Context: an optimization exercise on an open-source flow, tuned for small area. The choices shown serve that exercise and are no tape-out recipe. The RTL was checked by simulation tests, not by an equivalence proof against the original design. Power figures rest on the tool's default switching activity, not on a simulated workload.

==> v31: inputs <==
==> flow/design.v <==
module Pixel (
    input  clock,
    input  col,
    input  row_set,
    input  row_clr,
    output reg pixel_value
);
  wire n1 = ~(pixel_value | (col & row_set));
  always @(posedge clock) pixel_value <= ~(n1 | (col & row_clr));
endmodule
module LineAnd (
    input  a,
    input  b,
    output y
);
  assign y = a & b;
endmodule
module LineAndOr (
    input  a,
    input  b,
    input  c,
    output y
);
  assign y = (a & b) | c;
endmodule
module vga640x480 (
    input wire dclk,
    input wire clr,
    input wire [4:0] cursor_x,
    input wire [4:0] cursor_y,
    input wire button1,
    input wire button2,
    output wire hsync,
    output wire vsync,
    output reg [2:0] red,
    output reg [2:0] green,
    output reg [1:0] blue
);
  localparam NX = 28;
  localparam NY = 24;
  reg [5:0] hb;   
  reg [4:0] hs;   
  reg [4:0] vb;   
  reg [4:0] vs;   
  wire line_end = (hb == 6'd27) && (hs == 5'd15);
  wire hs_end = (hs == 5'd19);
  wire vs_end = (vs == 5'd19) || (vb == 5'd26 && vs == 5'd4);
  wire hc0 = (hb == 6'd27) && (hs == 5'd16);
  assign hsync = ~((hb == 6'd28 && hs >= 5'd5) || (hb >= 6'd29 && hb <= 6'd32) ||
                   (hb == 6'd33 && hs == 5'd0));
  assign vsync = ~(vb == 5'd24 && (hc0 ? (vs == 5'd17 || vs == 5'd18) :
                                          (vs == 5'd16 || vs == 5'd17)));
  always @(posedge dclk) begin
    if (clr) begin
      hb <= 6'd27;
      hs <= 5'd16;
      vb <= 5'd24;
      vs <= 5'd14;
    end else begin
      hs <= hs_end ? 5'd0 : hs + 5'd1;
      if (hs_end) hb <= (hb == 6'd39) ? 6'd0 : hb + 6'd1;
      if (line_end) begin
        vs <= vs_end ? 5'd0 : vs + 5'd1;
        if (vs_end) vb <= (vb == 5'd26) ? 5'd0 : vb + 5'd1;
      end
    end
  end
  wire [3:0] cx_lo, cy_lo;
  wire [7:0] cx_hi, cy_hi;
  wire set_en = ~clr & button1;
  wire clr_en = ~button1 & button2;
  genvar i, j;
  generate
    for (j = 0; j < 4; j = j + 1) begin : gpw1
      assign cx_lo[j] = cursor_x[1:0] == j;
      assign cy_lo[j] = cursor_y[1:0] == j;
    end
    for (j = 0; j < 8; j = j + 1) begin : gpw2
      assign cx_hi[j] = cursor_x[4:2] == j;
      assign cy_hi[j] = cursor_y[4:2] == j;
    end
  endgenerate
  wire [NX-1:0] col_line;
  wire [NY-1:0] row_set, row_clr;
  wire [3:0] cy_lo_set, cy_lo_clr;
  generate
    for (j = 0; j < 4; j = j + 1) begin : gpw3
      assign cy_lo_set[j] = set_en & cy_lo[j];
      assign cy_lo_clr[j] = clr_en & cy_lo[j];
    end
    for (i = 0; i < NX; i = i + 1) begin : gcol
      LineAndOr drv (.a(cx_lo[i%4]), .b(cx_hi[i/4]), .c(clr), .y(col_line[i]));
    end
    for (j = 0; j < NY; j = j + 1) begin : grow
      LineAnd drv_s (.a(cy_lo_set[j%4]), .b(cy_hi[j/4]), .y(row_set[j]));
      LineAndOr drv_c (.a(cy_lo_clr[j%4]), .b(cy_hi[j/4]), .c(clr), .y(row_clr[j]));
    end
  endgenerate
  wire [NX*NY-1:0] cells;
  generate
    for (i = 0; i < NX; i = i + 1) begin : gx
      for (j = 0; j < NY; j = j + 1) begin : gy
        Pixel pixel (
            .clock(dclk),
            .col(col_line[i]),
            .row_set(row_set[j]),
            .row_clr(row_clr[j]),
            .pixel_value(cells[i*NY+j])
        );
      end
    end
  endgenerate
  wire [3:0] rd_rlo, rd_clo;
  wire [7:0] rd_rhi, rd_chi;
  generate
    for (j = 0; j < 4; j = j + 1) begin : gpr1
      assign rd_rlo[j] = vb[1:0] == j;
      assign rd_clo[j] = hb[1:0] == j;
    end
    for (j = 0; j < 8; j = j + 1) begin : gpr2
      assign rd_rhi[j] = vb[4:2] == j;
      assign rd_chi[j] = hb[4:2] == j;
    end
  endgenerate
  wire [NY-1:0] rsel;
  wire [NX-1:0] csel;
  wire [NX-1:0] colv;
  generate
    for (j = 0; j < NY; j = j + 1) begin : grs
      LineAnd drv (.a(rd_rlo[j%4]), .b(rd_rhi[j/4]), .y(rsel[j]));
    end
    for (i = 0; i < NX; i = i + 1) begin : gcs
      wire [NY/3-1:0] g;
      assign csel[i] = rd_clo[i%4] & rd_chi[i/4];
      for (j = 0; j < NY / 3; j = j + 1) begin : gg
        assign g[j] = ~(cells[i*NY+3*j] & rsel[3*j] | cells[i*NY+3*j+1] & rsel[3*j+1] |
                        cells[i*NY+3*j+2] & rsel[3*j+2]);
      end
      assign colv[i] = ~(&g);
    end
  endgenerate
  wire pix = |(colv & csel);
  wire vis = (hb < 6'd27 || (hb == 6'd27 && hs < 5'd16)) && (vb < 5'd24);
  wire cur = (cursor_x == hb[4:0]) && (cursor_y == vb);
  wire is_red = cur & ~button2;
  wire is_blue = cur & ~button1 & button2;
  wire white = ~is_red & ~is_blue & ~pix;
  always @(*) begin
    red = {3{vis & (is_red | white)}};
    green = {3{vis & white}};
    blue = {2{vis & (is_blue | white)}};
  end
endmodule
==> flow/flow/run.sh <==
#!/bin/bash
# Layout flow: ORFS synthesis exactly as the standard one (synth_recipe.tcl),
# except that ABC maps the logic with an area-oriented script (flow/area.abc)
# instead of ORFS's speed script; then the standard layout from floorplan on.
# Registers are untouched by ABC; their names and cells are checked against
# the standard synthesis below, falling back to it if they differ.
set -euo pipefail
W=$(pwd)
F=$W/flow
R=$W/orfs/results/$FLOW_PLATFORM/vga640x480/base
# layout options: environment for the ORFS scripts and make variables
AREA_SYNTH_VARS=""
FINISH_VARS=""
if [ -f $F/env.sh ]; then source $F/env.sh; fi

# 1. the standard synthesis, for reference
bash standard.sh synth > $W/log_std_synth.txt 2>&1
cp $R/1_2_yosys.v $W/std_netlist.v

# 2. the same synthesis with the area script for ABC
cp -r $FLOW_HOME/scripts $W/scripts_area
cp $F/area.abc $W/scripts_area/abc_area.script
make -C $FLOW_HOME DESIGN_CONFIG=$FLOW_CONFIG WORK_HOME=$W/orfs_area CLKGATE_MAP_FILE= \
  SYNTH_SCRIPT=$W/synth_recipe.tcl SCRIPTS_DIR=$W/scripts_area ABC_AREA=1 $AREA_SYNTH_VARS \
  synth > $W/log_area_synth.txt 2>&1
A=$W/orfs_area/results/$FLOW_PLATFORM/vga640x480/base/1_2_yosys.v

# 3. same registers (instance name and cell) as the standard synthesis?
regs() { grep -oE '^ *sky130_fd_sc_hd__(df|ed|sd|se)[a-z0-9_]* +[^ ]+' "$1" | sed 's/  */ /g' | sort; }
if diff <(regs $W/std_netlist.v) <(regs $A) > $W/log_regdiff.txt && [ "$(regs $A | wc -l)" -gt 0 ]; then
  echo "using area netlist" > $W/log_choice.txt
  cp $A $R/1_2_yosys.v
  touch $R/1_2_yosys.v
else
  echo "registers differ: using standard netlist" > $W/log_choice.txt
fi

# 4. optionally upsize the drivers of high-fanout nets before placement
if [ -n "${UPSIZE_PER_LOAD_FF:-}" ]; then
  cp $R/1_2_yosys.v $W/pre_upsize_netlist.v
  python3 $F/upsize.py $FLOW_HOME/platforms/$FLOW_PLATFORM/lib/sky130_fd_sc_hd__tt_025C_1v80.lib \
    $W/pre_upsize_netlist.v $R/1_2_yosys.v $UPSIZE_PER_LOAD_FF > $W/log_upsize.txt 2>&1
  touch $R/1_2_yosys.v
fi
bash standard.sh $FINISH_VARS finish > $W/log_finish.txt 2>&1
==> flow/flow/area.abc <==
&get -n
&st
&dch -f
&nf -a -R 1000
&put
==> flow/flow/env.sh <==
# Options for the layout steps, read by flow/run.sh.
# Environment for the ORFS scripts:
export BUFFER_PORTS_ARGS="-buffer_cell sky130_fd_sc_hd__buf_1"
export CTS_ARGS="-sink_clustering_enable -repair_clock_nets -dont_use_dummy_load -buf_list sky130_fd_sc_hd__clkbuf_8 -sink_clustering_size 18 -sink_clustering_max_diameter 45"
# make variables for the area synthesis and for the layout steps:
AREA_SYNTH_VARS="SYNTH_HIERARCHICAL=1"
FINISH_VARS="MATCH_CELL_FOOTPRINT=0"
# estimated load per fanout pin (fF) for upsizing high-fanout drivers:
UPSIZE_PER_LOAD_FF=7
==> flow/flow/upsize.py <==
"""Upsizes the drivers of high-fanout nets in a Yosys netlist: each driver
becomes the smallest drive strength of its cell whose max_capacitance covers
an estimate of the net's load (pins plus wire). Flip-flops are left alone.
usage: upsize.py LIB IN OUT PER_LOAD_FF"""
import re, sys, collections
lib, src, dst, per = sys.argv[1], sys.argv[2], sys.argv[3], float(sys.argv[4])
L = open(lib).read()
cells = {}
for m in re.finditer(r'\n\s*cell\s*\(\s*"?(\w+)"?\s*\)\s*\{', L):
    body = L[m.end():m.end() + 200000]
    nxt = re.search(r'\n\s*cell\s*\(', body)
    if nxt: body = body[:nxt.start()]
    a = re.search(r'\barea\s*:\s*([\d.]+)', body)
    caps = [float(x) for x in re.findall(r'max_capacitance\s*:\s*([\d.]+)', body)]
    if a and caps: cells[m.group(1)] = (float(a.group(1)), min(caps))
dont = ('probe', 'lpflow')
t = open(src).read()
inst_re = re.compile(r'^(\s*)(sky130_fd_sc_hd__\w+)(\s+\S+\s*\()(.*?\);)', re.S | re.M)
outpins = {'X', 'Y', 'Q', 'Q_N', 'HI', 'LO', 'COUT', 'SUM'}
fo = collections.Counter()
for m in inst_re.finditer(t):
    for pin, net in re.findall(r'\.(\w+)\(([^()]*)\)', m.group(4)):
        if pin not in outpins: fo[net.strip()] += 1
changed = collections.Counter()
def repl(m):
    typ = m.group(2)
    if '__df' in typ or '__conb' in typ: return m.group(0)
    outs = [net.strip() for pin, net in re.findall(r'\.(\w+)\(([^()]*)\)', m.group(4)) if pin in outpins]
    if len(outs) != 1: return m.group(0)
    need = fo[outs[0]] * per / 1000.0
    base = re.sub(r'_\d+$', '', typ)
    if typ not in cells or cells[typ][1] >= need: return m.group(0)
    cands = [(a, c, n) for n, (a, c) in cells.items()
             if re.sub(r'_\d+$', '', n) == base and n != typ and c >= need and not any(d in n for d in dont)]
    if not cands: return m.group(0)
    a, c, n = min(cands)
    changed[(typ, n)] += 1
    return m.group(1) + n + m.group(3) + m.group(4)
t = inst_re.sub(repl, t)
open(dst, 'w').write(t)
for k, v in changed.items(): print(k, v)
==> flow/standard.sh <==
#!/bin/bash
# synth_recipe.tcl (not shown) runs the flow's synth.tcl, then flattens the netlist and writes it again
# the make line also repeats each setting of config.mk as NAME=value (left out here)
make -C /OpenROAD-flow-scripts/flow DESIGN_CONFIG=/design/flow/config.mk WORK_HOME=/design/flow/orfs CLKGATE_MAP_FILE= SYNTH_SCRIPT=/design/flow/synth_recipe.tcl "${@:-finish}"
==> flow/config.mk <==
export PLATFORM = sky130hd
export DESIGN_NAME = vga640x480
export DESIGN_NICKNAME = vga640x480
export VERILOG_FILES = /design/flow/design.v
export SDC_FILE = /design/flow/constraint.sdc
export NUM_CORES = 4
export LEC_CHECK = 0
export CAP_MARGIN = 0
export CORE_MARGIN = 2
export CORE_UTILIZATION = 65
export PLACE_DENSITY = 0.75
export SLEW_MARGIN = 0
==> flow/constraint.sdc <==
create_clock -name core_clock -period 13.0 [get_ports {dclk}]
set_input_delay 2.6000 -clock core_clock [delete_from_list [all_inputs] [get_ports {dclk}]]
set_output_delay 2.6000 -clock core_clock [all_outputs]
set_load 0.01 [all_outputs]
==> inputs of v21, as changes to v31 <==
==> flow/flow/env.sh (replaced) <==
# Options for the layout steps, read by flow/run.sh.
# Environment for the ORFS scripts:
export BUFFER_PORTS_ARGS="-buffer_cell sky130_fd_sc_hd__buf_1"
export CTS_ARGS="-sink_clustering_enable -repair_clock_nets -dont_use_dummy_load -buf_list sky130_fd_sc_hd__clkbuf_8 -sink_clustering_size 18 -sink_clustering_max_diameter 45"
# make variables for the area synthesis and for the layout steps:
AREA_SYNTH_VARS="SYNTH_HIERARCHICAL=1 ADDER_MAP_FILE="
FINISH_VARS="MATCH_CELL_FOOTPRINT=0"
# estimated load per fanout pin (fF) for upsizing high-fanout drivers:
UPSIZE_PER_LOAD_FF=6
--- a/flow/config.mk
+++ b/flow/config.mk
@@ -7,6 +7,6 @@
 export LEC_CHECK = 0
 export CAP_MARGIN = 0
 export CORE_MARGIN = 2
-export CORE_UTILIZATION = 65
-export PLACE_DENSITY = 0.75
+export CORE_UTILIZATION = 75
+export PLACE_DENSITY = 0.85
 export SLEW_MARGIN = 0
==> inputs of v36, as changes to v31 <==
==> flow/design.v, changed modules only <==
module vga640x480 (
    input wire dclk,
    input wire clr,
    input wire [4:0] cursor_x,
    input wire [4:0] cursor_y,
    input wire button1,
    input wire button2,
    output wire hsync,
    output wire vsync,
    output reg [2:0] red,
    output reg [2:0] green,
    output reg [1:0] blue
);
  localparam NX = 28;
  localparam NY = 24;
  reg [5:0] hb;   
  reg [4:0] hs;   
  reg [4:0] vb;   
  reg [4:0] vs;   
  wire line_end = (hb == 6'd27) && (hs == 5'd15);
  wire hs_end = (hs == 5'd19);
  wire vs_end = (vs == 5'd19) || (vb == 5'd26 && vs == 5'd4);
  wire hc0 = (hb == 6'd27) && (hs == 5'd16);
  assign hsync = ~((hb == 6'd28 && hs >= 5'd5) || (hb >= 6'd29 && hb <= 6'd32) ||
                   (hb == 6'd33 && hs == 5'd0));
  assign vsync = ~(vb == 5'd24 && (hc0 ? (vs == 5'd17 || vs == 5'd18) :
                                          (vs == 5'd16 || vs == 5'd17)));
  always @(posedge dclk) begin
    if (clr) begin
      hb <= 6'd27;
      hs <= 5'd16;
      vb <= 5'd24;
      vs <= 5'd14;
    end else begin
      hs <= hs_end ? 5'd0 : hs + 5'd1;
      if (hs_end) hb <= (hb == 6'd39) ? 6'd0 : hb + 6'd1;
      if (line_end) begin
        vs <= vs_end ? 5'd0 : vs + 5'd1;
        if (vs_end) vb <= (vb == 5'd26) ? 5'd0 : vb + 5'd1;
      end
    end
  end
  wire [3:0] cx_lo, cy_lo;
  wire [7:0] cx_hi, cy_hi;
  wire set_en = ~clr & button1;
  wire clr_en = ~button1 & button2;
  genvar i, j;
  generate
    for (j = 0; j < 4; j = j + 1) begin : gpw1
      assign cx_lo[j] = cursor_x[1:0] == j;
      assign cy_lo[j] = cursor_y[1:0] == j;
    end
    for (j = 0; j < 8; j = j + 1) begin : gpw2
      assign cx_hi[j] = cursor_x[4:2] == j;
      assign cy_hi[j] = cursor_y[4:2] == j;
    end
  endgenerate
  wire [NX-1:0] col_line;
  wire [NY-1:0] row_set, row_clr;
  generate
    for (i = 0; i < NX; i = i + 1) begin : gcol
      assign col_line[i] = clr | (cx_lo[i%4] & cx_hi[i/4]);
    end
    for (j = 0; j < NY; j = j + 1) begin : grow
      assign row_set[j] = set_en & cy_lo[j%4] & cy_hi[j/4];
      assign row_clr[j] = clr | (clr_en & cy_lo[j%4] & cy_hi[j/4]);
    end
  endgenerate
  wire [NX*NY-1:0] cells;
  generate
    for (i = 0; i < NX; i = i + 1) begin : gx
      for (j = 0; j < NY; j = j + 1) begin : gy
        Pixel pixel (
            .clock(dclk),
            .col(col_line[i]),
            .row_set(row_set[j]),
            .row_clr(row_clr[j]),
            .pixel_value(cells[i*NY+j])
        );
      end
    end
  endgenerate
  wire [3:0] rd_rlo, rd_clo;
  wire [7:0] rd_rhi, rd_chi;
  generate
    for (j = 0; j < 4; j = j + 1) begin : gpr1
      assign rd_rlo[j] = vb[1:0] == j;
      assign rd_clo[j] = hb[1:0] == j;
    end
    for (j = 0; j < 8; j = j + 1) begin : gpr2
      assign rd_rhi[j] = vb[4:2] == j;
      assign rd_chi[j] = hb[4:2] == j;
    end
  endgenerate
  wire [NY-1:0] rsel;
  wire [NX-1:0] csel;
  wire [NX-1:0] colv;
  generate
    for (j = 0; j < NY; j = j + 1) begin : grs
      assign rsel[j] = rd_rlo[j%4] & rd_rhi[j/4];
    end
    for (i = 0; i < NX; i = i + 1) begin : gcs
      wire [NY/3-1:0] g;
      assign csel[i] = rd_clo[i%4] & rd_chi[i/4];
      for (j = 0; j < NY / 3; j = j + 1) begin : gg
        assign g[j] = ~(cells[i*NY+3*j] & rsel[3*j] | cells[i*NY+3*j+1] & rsel[3*j+1] |
                        cells[i*NY+3*j+2] & rsel[3*j+2]);
      end
      assign colv[i] = ~(&g);
    end
  endgenerate
  wire pix = |(colv & csel);
  wire vis = (hb < 6'd27 || (hb == 6'd27 && hs < 5'd16)) && (vb < 5'd24);
  wire cur = (cursor_x == hb[4:0]) && (cursor_y == vb);
  wire is_red = cur & ~button2;
  wire is_blue = cur & ~button1 & button2;
  wire white = ~is_red & ~is_blue & ~pix;
  always @(*) begin
    red = {3{vis & (is_red | white)}};
    green = {3{vis & white}};
    blue = {2{vis & (is_blue | white)}};
  end
endmodule
// module LineAnd removed
// module LineAndOr removed
--- a/flow/flow/run.sh
+++ b/flow/flow/run.sh
@@ -8,10 +8,6 @@
 W=$(pwd)
 F=$W/flow
 R=$W/orfs/results/$FLOW_PLATFORM/vga640x480/base
-# layout options: environment for the ORFS scripts and make variables
-AREA_SYNTH_VARS=""
-FINISH_VARS=""
-if [ -f $F/env.sh ]; then source $F/env.sh; fi
 
 # 1. the standard synthesis, for reference
 bash standard.sh synth > $W/log_std_synth.txt 2>&1
@@ -21,7 +17,7 @@
 cp -r $FLOW_HOME/scripts $W/scripts_area
 cp $F/area.abc $W/scripts_area/abc_area.script
 make -C $FLOW_HOME DESIGN_CONFIG=$FLOW_CONFIG WORK_HOME=$W/orfs_area CLKGATE_MAP_FILE= \
-  SYNTH_SCRIPT=$W/synth_recipe.tcl SCRIPTS_DIR=$W/scripts_area ABC_AREA=1 $AREA_SYNTH_VARS \
+  SYNTH_SCRIPT=$W/synth_recipe.tcl SCRIPTS_DIR=$W/scripts_area ABC_AREA=1 \
   synth > $W/log_area_synth.txt 2>&1
 A=$W/orfs_area/results/$FLOW_PLATFORM/vga640x480/base/1_2_yosys.v
 
@@ -35,11 +31,6 @@
   echo "registers differ: using standard netlist" > $W/log_choice.txt
 fi
 
-# 4. optionally upsize the drivers of high-fanout nets before placement
-if [ -n "${UPSIZE_PER_LOAD_FF:-}" ]; then
-  cp $R/1_2_yosys.v $W/pre_upsize_netlist.v
-  python3 $F/upsize.py $FLOW_HOME/platforms/$FLOW_PLATFORM/lib/sky130_fd_sc_hd__tt_025C_1v80.lib \
-    $W/pre_upsize_netlist.v $R/1_2_yosys.v $UPSIZE_PER_LOAD_FF > $W/log_upsize.txt 2>&1
-  touch $R/1_2_yosys.v
-fi
+# 4. the standard layout, with the layout options in flow/env.sh
+if [ -f $F/env.sh ]; then source $F/env.sh; fi
 bash standard.sh $FINISH_VARS finish > $W/log_finish.txt 2>&1
==> flow/flow/env.sh (replaced) <==
# options for the ORFS steps (read by their scripts from the environment)
export BUFFER_PORTS_ARGS="-buffer_cell sky130_fd_sc_hd__buf_1"
export CTS_ARGS="-sink_clustering_enable -repair_clock_nets -dont_use_dummy_load -buf_list sky130_fd_sc_hd__clkbuf_8 -sink_clustering_size 16 -sink_clustering_max_diameter 40"
# make variables for the layout steps
FINISH_VARS="MATCH_CELL_FOOTPRINT=0"
--- a/flow/config.mk
+++ b/flow/config.mk
@@ -7,6 +7,6 @@
 export LEC_CHECK = 0
 export CAP_MARGIN = 0
 export CORE_MARGIN = 2
-export CORE_UTILIZATION = 65
-export PLACE_DENSITY = 0.75
+export CORE_UTILIZATION = 55
+export PLACE_DENSITY = 0.7
 export SLEW_MARGIN = 0
removed: flow/flow/upsize.py
==> run notes <==
metric                                                                                        v36                             v31                       v21
Status                                                           no timing/DRC/antenna violations  no timing/DRC/antenna violations  no timing/DRC/antenna violations
CP Launch Point                                                                       cursor_x[1]                           vb[0]                     vb[3]
Number of antenna violations at the first check in global routing                               5                               0                         0
Kind of start point of the critical path                                               input port                        register                  register
Area of placed instances                                                              27,030 um^2                     26,420 um^2               26,100 um^2
Slowest cell delay on critical path                                                       0.81 ns                         0.52 ns                   0.98 ns
Total global routing track utilization                                                     36.64%                          40.96%                    46.70%
Mean instance size in the synthesized netlist                                          9.397 um^2                      9.738 um^2                9.583 um^2
Combinational power                                                                      0.219 mW                        0.215 mW                  0.206 mW
Share of cells above drive strength 1                                                      7.247%                          6.073%                    5.844%
Startpoint of the lowest-slack hold path                           gx[12].gy[6].pixel.pixel_value  gx[14].gy[2].pixel.pixel_value                     vs[1]
Count of buffer and inverter cells on the critical path                                         2                               2                         1
Slew HR                                                                                    14.79%                          26.60%                    15.84%
Layout overhead on the synthesized area                                                    11.11%                          5.857%                    6.219%
Clock network power share                                                                   34.8%                           30.6%                     30.1%
Clk power                                                                                 1.28 mW                         1.05 mW                   1.02 mW
Worst Max-Slew Pin Slew                                                                  1.273 ns                        1.099 ns                  1.260 ns
Sequential group share of total power                                                       59.2%                           63.2%                     63.8%
CP dominant cell by count                                                  sky130_fd_sc_hd__buf_1                               -  sky130_fd_sc_hd__nand4_1
Final worst setup slack                                                                  5.315 ns                        5.581 ns                  5.537 ns
First-pass GRT wire length                                                             133,700 um                      130,200 um                127,900 um
GRT met2 Usage                                                                             57.53%                          61.57%                    69.07%
Number of placement rows                                                                       78                              72                        67
Core Box Area                                                                         45,480 um^2                     38,830 um^2               33,360 um^2
Critical R2R Capture                                                                        vb[0]                           vb[2]                     vb[3]
Grt met3 use                                                                               10.62%                          12.66%                    15.37%

==> what the ideal ports hide <==
No port has a modelled driver above. Below, the same layouts with a new extraction and two added sets of constraints.
Step 1 assumes that a clkbuf_16 drives the clock port and a buf_2 every other input.
Step 2 also shifts input and output timing later by t, the mid clock arrival at the registers, as if the neighbouring blocks saw the same clock.
Three values: no drivers, after step 1, after step 2; two values: the first two.
| run | t, ns | setup WS [ns] | worst register clock-pin slew, ns | worst slew at a driven data input, ns |
|---|---|---|---|---|
| v31 | 0.723 | 5.581 / 5.525 / 6.216 | 0.11 / 0.11 | 0.08 |
| v21 | 0.716 | 5.537 / 5.482 / 6.198 | 0.11 / 0.11 | 0.03 |
| v36 | 0.720 | 5.315 / 5.247 / 5.247 | 0.10 / 0.10 | 0.08 |
After both steps setup and hold are still met in every run listed. The setup slack of v36, which loses most, moves by -0.068 ns with the drivers and by -0.068 ns with both steps.
